From an optimization exercise on the open Yosys and OpenROAD flow, aimed at a short achievable clock period and few clock cycles; shortcuts taken in it are not production practice.
In this exercise RTL edits were held to simulation tests only and were not proved equivalent to the original.
Power and IR drop assume default switching activity.

==> flow/design.v <==
module adder #(parameter W = 32) (
    input  [W-1:0] a, b,
    input          cin,
    output [W-1:0] s
);
    localparam L = W <= 2 ? 1 : W <= 4 ? 2 : W <= 8 ? 3 : W <= 16 ? 4 : W <= 32 ? 5 : 6;
    wire [W:0] g [0:L];
    wire [W:0] t [0:L];
    assign g[0] = {a & b, cin};
    assign t[0] = {a | b, cin};
    genvar l, i;
    generate
        for (l = 0; l < L; l = l + 1) begin : g_lvl
            for (i = 0; i <= W; i = i + 1) begin : g_bit
                if (i >= (1 << l)) begin : g_op
                    assign g[l+1][i] = g[l][i] | (t[l][i] & g[l][i - (1 << l)]);
                    assign t[l+1][i] = t[l][i] & t[l][i - (1 << l)];
                end else begin : g_pass
                    assign g[l+1][i] = g[l][i];
                    assign t[l+1][i] = t[l][i];
                end
            end
        end
    endgenerate
    assign s = (a ^ b) ^ g[L][W-1:0];
endmodule
module alu (
    input  [31:0] a, b, link,
    input         sub, op_and, op_or, jal,
    output        zero
);
    wire [31:0] bb = sub ? ~b : b;
    wire [31:0] c  = {a[30:0] | bb[30:0], sub};
    wire        z_sum  = &(~(a ^ bb ^ c));
    wire        z_and  = ~|(a & b);
    wire        z_or   = ~|(a | b);
    wire        z_link = ~|link;
    assign zero = jal ? z_link : op_and ? z_and : op_or ? z_or : z_sum;
endmodule
module regfile (
    input         clk,
    input         we,
    input  [4:0]  wa,
    input  [31:0] wd,
    input  [31:1] oh1, oh2,
    output [31:0] rd1, rd2
);
    reg [31:0] rf [1:31];
    integer w, r;
    always @(posedge clk)
        for (w = 1; w < 32; w = w + 1)
            if (we && wa == w) rf[w] <= wd;
    reg [31:0] a, b;
    always @(*) begin
        a = 32'd0; b = 32'd0;
        for (r = 1; r < 32; r = r + 1) begin
            a = a | (rf[r] & {32{oh1[r]}});
            b = b | (rf[r] & {32{oh2[r]}});
        end
    end
    assign rd1 = a;
    assign rd2 = b;
endmodule
module controller (
    input  [31:0] instr,
    output        is_r, is_addi, is_lw, is_sw, is_beq, is_jal,
    output        use1, use2, wr, same,
    output        op_sub, op_and, op_or,
    output [31:1] oh1, oh2,
    output [31:0] imm, boff
);
    wire [6:0] op = instr[6:0];
    wire [2:0] f3 = instr[14:12];
    assign is_r    = op == 7'b0110011;
    assign is_addi = op == 7'b0010011;
    assign is_lw   = op == 7'b0000011;
    assign is_sw   = op == 7'b0100011;
    assign is_beq  = op == 7'b1100011;
    assign is_jal  = op == 7'b1101111;
    assign use1 = is_r | is_addi | is_lw | is_sw | is_beq;
    assign use2 = is_r | is_beq;
    assign wr   = (is_r | is_addi | is_lw | is_jal) & (instr[11:7] != 5'd0);
    assign same = instr[19:15] == instr[24:20];
    assign op_sub = is_r & ({instr[30], f3} == 4'b1000);
    assign op_or  = is_r & ({instr[30], f3} == 4'b0110);
    assign op_and = is_r & ({instr[30], f3} != 4'b0000) & ({instr[30], f3} != 4'b1000)
                         & ({instr[30], f3} != 4'b0110);
    genvar i;
    generate
        for (i = 1; i < 32; i = i + 1) begin : g_oh
            assign oh1[i] = instr[19:15] == i;
            assign oh2[i] = instr[24:20] == i;
        end
    endgenerate
    assign imm  = is_sw ? {{20{instr[31]}}, instr[31:25], instr[11:7]}
                        : {{20{instr[31]}}, instr[31:20]};
    assign boff = is_jal ? {{12{instr[31]}}, instr[31], instr[19:12], instr[20], instr[30:21]}
                         : {{20{instr[31]}}, instr[31], instr[7], instr[30:25], instr[11:8]};
endmodule
module datapath (
    input         clk, rst,
    input  [31:0] instr, dread_mem,
    output [31:0] instr_addr, result, rs2,
    output        datamem_en, datamem_we
);
    reg  [31:0] pc_f;
    reg         d_v;
    reg         d_r, d_lw, d_sw, d_beq, d_jal, d_use1, d_use2, d_wr;
    reg         d_sub, d_and, d_or;
    reg  [31:1] d_oh1, d_oh2;
    reg  [31:0] d_imm, d_boff, d_pc;
    reg  [4:0]  d_rd;
    reg         d_fw1, d_fw2;    
    reg         d_z1, d_z2, d_same;   
    reg         d_bp1, d_bp2;    
    reg         d_bw1, d_bw2;    
    reg         x_v;
    reg         x_r, x_lw, x_sw, x_beq, x_jal, x_wr;
    reg         x_sub, x_and, x_or;
    reg  [31:0] x_a, x_b, x_imm, x_link, x_tgt;
    reg  [4:0]  x_rd;
    reg         x_f1, x_f2;      
    reg         x_tgt_ok, x_seq_ok, x_chk;
    reg         m_v, m_lw, m_wr;
    reg  [4:0]  m_rd;
    reg  [31:0] m_res, m_st;
    reg         m_en, m_we;
    reg         w_wr;
    reg  [4:0]  w_rd;
    reg  [31:0] w_val;
    assign instr_addr = pc_f;
    assign result     = m_res;
    assign rs2        = m_st;
    assign datamem_en = m_en;
    assign datamem_we = m_we;
    wire        f_r, f_addi, f_lw, f_sw, f_beq, f_jal, f_use1, f_use2, f_wr, f_same;
    wire        f_sub, f_and, f_or;
    wire [31:1] f_oh1, f_oh2;
    wire [31:0] f_imm, f_boff;
    controller dec (
        .instr(instr),
        .is_r(f_r), .is_addi(f_addi), .is_lw(f_lw), .is_sw(f_sw), .is_beq(f_beq), .is_jal(f_jal),
        .use1(f_use1), .use2(f_use2), .wr(f_wr), .same(f_same),
        .op_sub(f_sub), .op_and(f_and), .op_or(f_or),
        .oh1(f_oh1), .oh2(f_oh2), .imm(f_imm), .boff(f_boff)
    );
    wire        f_taken = f_jal | (f_beq & (instr[31] | f_same));
    wire [7:0]  f_tj, f_tb;
    adder #(8) tj_u (.a(pc_f[7:0]), .b(instr[28:21]), .cin(1'b0), .s(f_tj));
    adder #(8) tb_u (.a(pc_f[7:0]), .b({instr[28:25], instr[11:8]}), .cin(1'b0), .s(f_tb));
    wire [7:0]  f_tlo   = instr[2] ? f_tj : f_tb;
    wire [31:0] pc_seq  = pc_f + 32'd1;
    wire [31:0] pc_pred = {pc_seq[31:8], f_taken ? f_tlo : pc_seq[7:0]};
    wire        f_fw1 = d_v & d_wr & (d_rd == instr[19:15]);
    wire        f_fw2 = d_v & d_wr & (d_rd == instr[24:20]);
    wire        f_bp1 = x_v & x_wr & (x_rd == instr[19:15]);
    wire        f_bp2 = x_v & x_wr & (x_rd == instr[24:20]);
    wire        f_bw1 = m_v & m_wr & (m_rd == instr[19:15]);
    wire        f_bw2 = m_v & m_wr & (m_rd == instr[24:20]);
    wire [31:0] rf1, rf2;
    wire [31:0] m_val = m_lw ? dread_mem : m_res;
    regfile regfile (
        .clk(clk), .we(w_wr), .wa(w_rd), .wd(w_val),
        .oh1(d_oh1), .oh2(d_oh2), .rd1(rf1), .rd2(rf2)
    );
    wire [31:0] d_a = d_bp1 ? m_val : d_bw1 ? w_val : rf1;
    wire [31:0] d_b = d_bp2 ? m_val : d_bw2 ? w_val : rf2;
    wire        stall = d_v & x_v & x_lw & ((d_use1 & d_fw1) | (d_use2 & d_fw2));
    wire [31:0] d_link = d_pc + 32'd1;
    wire [31:0] d_tgt  = d_pc + d_boff;
    wire        d_tgt_ok = d_tgt == pc_f;
    wire        d_seq_ok = d_link == pc_f;
    wire        d_early = d_same | (d_fw1 & d_z2) | (d_fw2 & d_z1);
    wire        d_chk   = d_v & ~stall & (d_jal | (d_beq & d_early));
    wire [31:0] a  = x_f1 ? m_res : x_a;
    wire [31:0] b2 = x_f2 ? m_res : x_b;
    wire [31:0] b  = x_r ? b2 : x_imm;
    wire [31:0] s_add, s_sub;
    adder add_u (.a(a), .b(b),  .cin(1'b0), .s(s_add));
    adder sub_u (.a(a), .b(~b), .cin(1'b1), .s(s_sub));
    wire [31:0] x_res = x_jal ? x_link :
                        x_and ? (a & b) :
                        x_or  ? (a | b) :
                        x_sub ? s_sub : s_add;
    wire [31:0] st_data = (x_f2 & m_lw) ? dread_mem : b2;
    wire        taken = x_beq & (a == b2);
    wire        x_mis = x_chk & (taken ? ~x_tgt_ok : ~x_seq_ok);
    wire        zero_x;
    alu cmp_u (
        .a(a), .b(b), .link(x_link),
        .sub(x_sub), .op_and(x_and), .op_or(x_or), .jal(x_jal), .zero(zero_x)
    );
    wire        d_taken = d_jal | d_same | zero_x;
    wire        d_mis = d_chk & (d_taken ? ~d_tgt_ok : ~d_seq_ok);
    wire        mispredict = x_mis | d_mis;
    wire [31:0] pc_keep = stall ? pc_f : pc_pred;
    wire [31:0] pc_dt   = (d_chk & ~d_tgt_ok) ? d_tgt  : pc_keep;
    wire [31:0] pc_dn   = (d_chk & ~d_seq_ok) ? d_link : pc_keep;
    wire [31:0] pc_d    = (d_jal | d_same | zero_x) ? pc_dt : pc_dn;
    wire [31:0] pc_xt   = (x_chk & ~x_tgt_ok) ? x_tgt  : pc_d;
    wire [31:0] pc_xn   = (x_chk & ~x_seq_ok) ? x_link : pc_d;
    wire [31:0] pc_next = taken ? pc_xt : pc_xn;
    wire        d_go = d_v & ~stall & ~x_mis;
    always @(posedge clk) begin
        if (rst) begin
            pc_f <= 32'd0;
            d_v  <= 1'b0;
            x_v  <= 1'b0;
            x_chk <= 1'b0;
            m_v  <= 1'b0;
            w_wr <= 1'b0;
            m_en <= 1'b0;
            m_we <= 1'b0;
        end else begin
            pc_f <= pc_next;
            if (mispredict)  d_v <= 1'b0;
            else if (!stall) d_v <= 1'b1;
            x_v  <= d_go;
            x_chk <= d_go & d_beq & ~d_early;
            m_v  <= x_v;
            w_wr <= m_v & m_wr;
            m_en <= x_v & (x_lw | x_sw);
            m_we <= x_v & x_sw;
        end
        if (stall) begin
            d_bp1 <= d_fw1;
            d_bp2 <= d_fw2;
            d_bw1 <= d_bp1;
            d_bw2 <= d_bp2;
            d_fw1 <= 1'b0;
            d_fw2 <= 1'b0;
        end else begin
            d_r <= f_r; d_lw <= f_lw; d_sw <= f_sw; d_beq <= f_beq; d_jal <= f_jal;
            d_use1 <= f_use1; d_use2 <= f_use2; d_wr <= f_wr;
            d_sub <= f_sub; d_and <= f_and; d_or <= f_or;
            d_oh1 <= f_oh1; d_oh2 <= f_oh2; d_imm <= f_imm; d_boff <= f_boff;
            d_pc <= pc_f; d_rd <= instr[11:7];
            d_fw1 <= f_fw1; d_fw2 <= f_fw2; d_bp1 <= f_bp1; d_bp2 <= f_bp2;
            d_bw1 <= f_bw1; d_bw2 <= f_bw2;
            d_z1 <= instr[19:15] == 5'd0; d_z2 <= instr[24:20] == 5'd0; d_same <= f_same;
        end
        x_r <= d_r; x_lw <= d_lw; x_sw <= d_sw; x_beq <= d_beq; x_jal <= d_jal; x_wr <= d_wr;
        x_sub <= d_sub; x_and <= d_and; x_or <= d_or;
        x_a <= d_a; x_b <= d_b; x_imm <= d_imm; x_link <= d_link; x_tgt <= d_tgt;
        x_rd <= d_rd; x_f1 <= d_fw1; x_f2 <= d_fw2;
        x_tgt_ok <= d_tgt_ok;
        x_seq_ok <= d_seq_ok;
        m_lw  <= x_lw;
        m_wr  <= x_wr;
        m_rd  <= x_rd;
        m_res <= x_res;
        m_st  <= st_data;
        w_rd  <= m_rd;
        w_val <= m_val;
    end
endmodule
module cpu(
    input clk,rst,
    input [31:0] instr, dread_mem,
    output [31:0] result, instr_addr, rs2,
    output instrmem_en,datamem_en, datamem_we
    );
    assign instrmem_en = 1'b1;   
    datapath datapath (
        .clk(clk), .rst(rst),
        .instr(instr), .dread_mem(dread_mem),
        .instr_addr(instr_addr), .result(result), .rs2(rs2),
        .datamem_en(datamem_en), .datamem_we(datamem_we)
    );
endmodule
Settings: LEC_CHECK=0, ABC_CLOCK_PERIOD_IN_PS=4000, CAP_MARGIN=20, CORE_MARGIN=2, CORE_UTILIZATION=40, SLEW_MARGIN=20; clock period 14.0 ns.
standard.sh (not shown) runs the stock make flow with config.mk's settings and CLKGATE_MAP_FILE= SYNTH_SCRIPT=/design/flow/synth_recipe.tcl, a recipe that flattens the netlist after the stock synthesis.
==> flow/flow/run.sh <==
#!/bin/bash
set -euo pipefail
cd "$(dirname "$0")/.."
bash standard.sh SETUP_SLACK_MARGIN=9.7 finish > make_finish.log 2>&1
Testbench counts at the start, summed over its fixed seeds: cycles 23,559.
Change:
--- a/flow/design.v
+++ b/flow/design.v
@@ -20,12 +20,21 @@
                     assign t[l+1][i] = t[l][i];
                 end
             end
         end
     endgenerate
     assign s = (a ^ b) ^ g[L][W-1:0];
+endmodule
+module sum_eq #(parameter W = 32) (
+    input  [W-1:0] a, b, k,
+    input          cin,
+    output         eq
+);
+    wire [W-1:0] p = a ^ b;
+    wire [W-1:0] c = {(a[W-2:0] & b[W-2:0]) | (p[W-2:0] & ~k[W-2:0]), cin};
+    assign eq = &(~(p ^ k ^ c));
 endmodule
 module alu (
     input  [31:0] a, b, link,
     input         sub, op_and, op_or, jal,
     output        zero
 );
@@ -165,14 +174,15 @@
     );
     wire [31:0] d_a = d_bp1 ? m_val : d_bw1 ? w_val : rf1;
     wire [31:0] d_b = d_bp2 ? m_val : d_bw2 ? w_val : rf2;
     wire        stall = d_v & x_v & x_lw & ((d_use1 & d_fw1) | (d_use2 & d_fw2));
     wire [31:0] d_link = d_pc + 32'd1;
     wire [31:0] d_tgt  = d_pc + d_boff;
-    wire        d_tgt_ok = d_tgt == pc_f;
-    wire        d_seq_ok = d_link == pc_f;
+    wire        d_tgt_ok, d_seq_ok;
+    sum_eq tgt_eq (.a(d_pc), .b(d_boff), .cin(1'b0), .k(pc_f), .eq(d_tgt_ok));
+    sum_eq seq_eq (.a(d_pc), .b(32'd0),  .cin(1'b1), .k(pc_f), .eq(d_seq_ok));
     wire        d_early = d_same | (d_fw1 & d_z2) | (d_fw2 & d_z1);
     wire        d_chk   = d_v & ~stall & (d_jal | (d_beq & d_early));
     wire [31:0] a  = x_f1 ? m_res : x_a;
     wire [31:0] b2 = x_f2 ? m_res : x_b;
     wire [31:0] b  = x_r ? b2 : x_imm;
     wire [31:0] s_add, s_sub;
@@ -182,40 +192,42 @@
                         x_and ? (a & b) :
                         x_or  ? (a | b) :
                         x_sub ? s_sub : s_add;
     wire [31:0] st_data = (x_f2 & m_lw) ? dread_mem : b2;
     wire        taken = x_beq & (a == b2);
     wire        x_mis = x_chk & (taken ? ~x_tgt_ok : ~x_seq_ok);
-    wire        zero_x;
-    alu cmp_u (
-        .a(a), .b(b), .link(x_link),
-        .sub(x_sub), .op_and(x_and), .op_or(x_or), .jal(x_jal), .zero(zero_x)
-    );
+    wire [31:0] x_redirect = taken ? x_tgt : x_link;
+    wire        z00, z01, z10, z11;
+    alu cmp00 (.a(x_a),   .b(x_r ? x_b   : x_imm), .link(x_link),
+               .sub(x_sub), .op_and(x_and), .op_or(x_or), .jal(x_jal), .zero(z00));
+    alu cmp01 (.a(x_a),   .b(x_r ? m_res : x_imm), .link(x_link),
+               .sub(x_sub), .op_and(x_and), .op_or(x_or), .jal(x_jal), .zero(z01));
+    alu cmp10 (.a(m_res), .b(x_r ? x_b   : x_imm), .link(x_link),
+               .sub(x_sub), .op_and(x_and), .op_or(x_or), .jal(x_jal), .zero(z10));
+    alu cmp11 (.a(m_res), .b(x_r ? m_res : x_imm), .link(x_link),
+               .sub(x_sub), .op_and(x_and), .op_or(x_or), .jal(x_jal), .zero(z11));
+    wire        zero_x = x_f1 ? (x_f2 ? z11 : z10) : (x_f2 ? z01 : z00);
     wire        d_taken = d_jal | d_same | zero_x;
     wire        d_mis = d_chk & (d_taken ? ~d_tgt_ok : ~d_seq_ok);
+    wire [31:0] d_redirect = d_taken ? d_tgt : d_link;
     wire        mispredict = x_mis | d_mis;
-    wire [31:0] pc_keep = stall ? pc_f : pc_pred;
-    wire [31:0] pc_dt   = (d_chk & ~d_tgt_ok) ? d_tgt  : pc_keep;
-    wire [31:0] pc_dn   = (d_chk & ~d_seq_ok) ? d_link : pc_keep;
-    wire [31:0] pc_d    = (d_jal | d_same | zero_x) ? pc_dt : pc_dn;
-    wire [31:0] pc_xt   = (x_chk & ~x_tgt_ok) ? x_tgt  : pc_d;
-    wire [31:0] pc_xn   = (x_chk & ~x_seq_ok) ? x_link : pc_d;
-    wire [31:0] pc_next = taken ? pc_xt : pc_xn;
+    wire [31:0] redirect_pc = x_mis ? x_redirect : d_redirect;
     wire        d_go = d_v & ~stall & ~x_mis;
     always @(posedge clk) begin
         if (rst) begin
             pc_f <= 32'd0;
             d_v  <= 1'b0;
             x_v  <= 1'b0;
             x_chk <= 1'b0;
             m_v  <= 1'b0;
             w_wr <= 1'b0;
             m_en <= 1'b0;
             m_we <= 1'b0;
         end else begin
-            pc_f <= pc_next;
+            if (mispredict)  pc_f <= redirect_pc;
+            else if (!stall) pc_f <= pc_pred;
             if (mispredict)  d_v <= 1'b0;
             else if (!stall) d_v <= 1'b1;
             x_v  <= d_go;
             x_chk <= d_go & d_beq & ~d_early;
             m_v  <= x_v;
             w_wr <= m_v & m_wr;
Effect: The new run went through all stages and came out clean; sequential power goes up by about 0.7%; utilization goes down by 1.4 points; die area goes up by 5.8%; sequential share of layout area goes down by 1.5 points; cell count goes up by 6.9%; critical path depth goes up by 1; synthesized cell count goes up by 9.3%; global-route usage goes up by 1.3 points; wire length goes up by 9.2%; flip-flop and latch count does not change; first-iteration DRC count goes up by 7.4%; area after synthesis goes up by 5.8%; setup slack degrades by 72 ps; combinational power goes up by 61%.
Testbench counts after the change, summed over its fixed seeds: cycles 23,559.

-- separate check: timing with driven ports --
In the flow no input, the clock included, has a driving cell. The finished layouts below were timed again as built, in two steps. Step 1 assumes that a clkbuf_16 drives the clock port and a buf_2 every other input. Step 2 adds t to the input delays and takes it off the output delays; t is the mean of the earliest and latest rising clock arrival at the registers after step 1. Input paths then give back, and output paths get back, about the clock's delay inside the block. Slacks: no drivers / after step 1 / after step 2; pairs: no drivers / after step 1.
run | t, ns | slack for setup (ns) | clock arrival spread, ns
the first run | 0.899 | 9.386 / 9.386 / 8.786 | 0.055 / 0.056
the second run | 0.911 | 9.314 / 9.314 / 8.724 | 0.069 / 0.069
After both steps setup and hold are still met in every run listed. For the first run, which loses most, drivers alone change the setup slack by 0.000 ns; drivers and shift together by -0.600 ns.
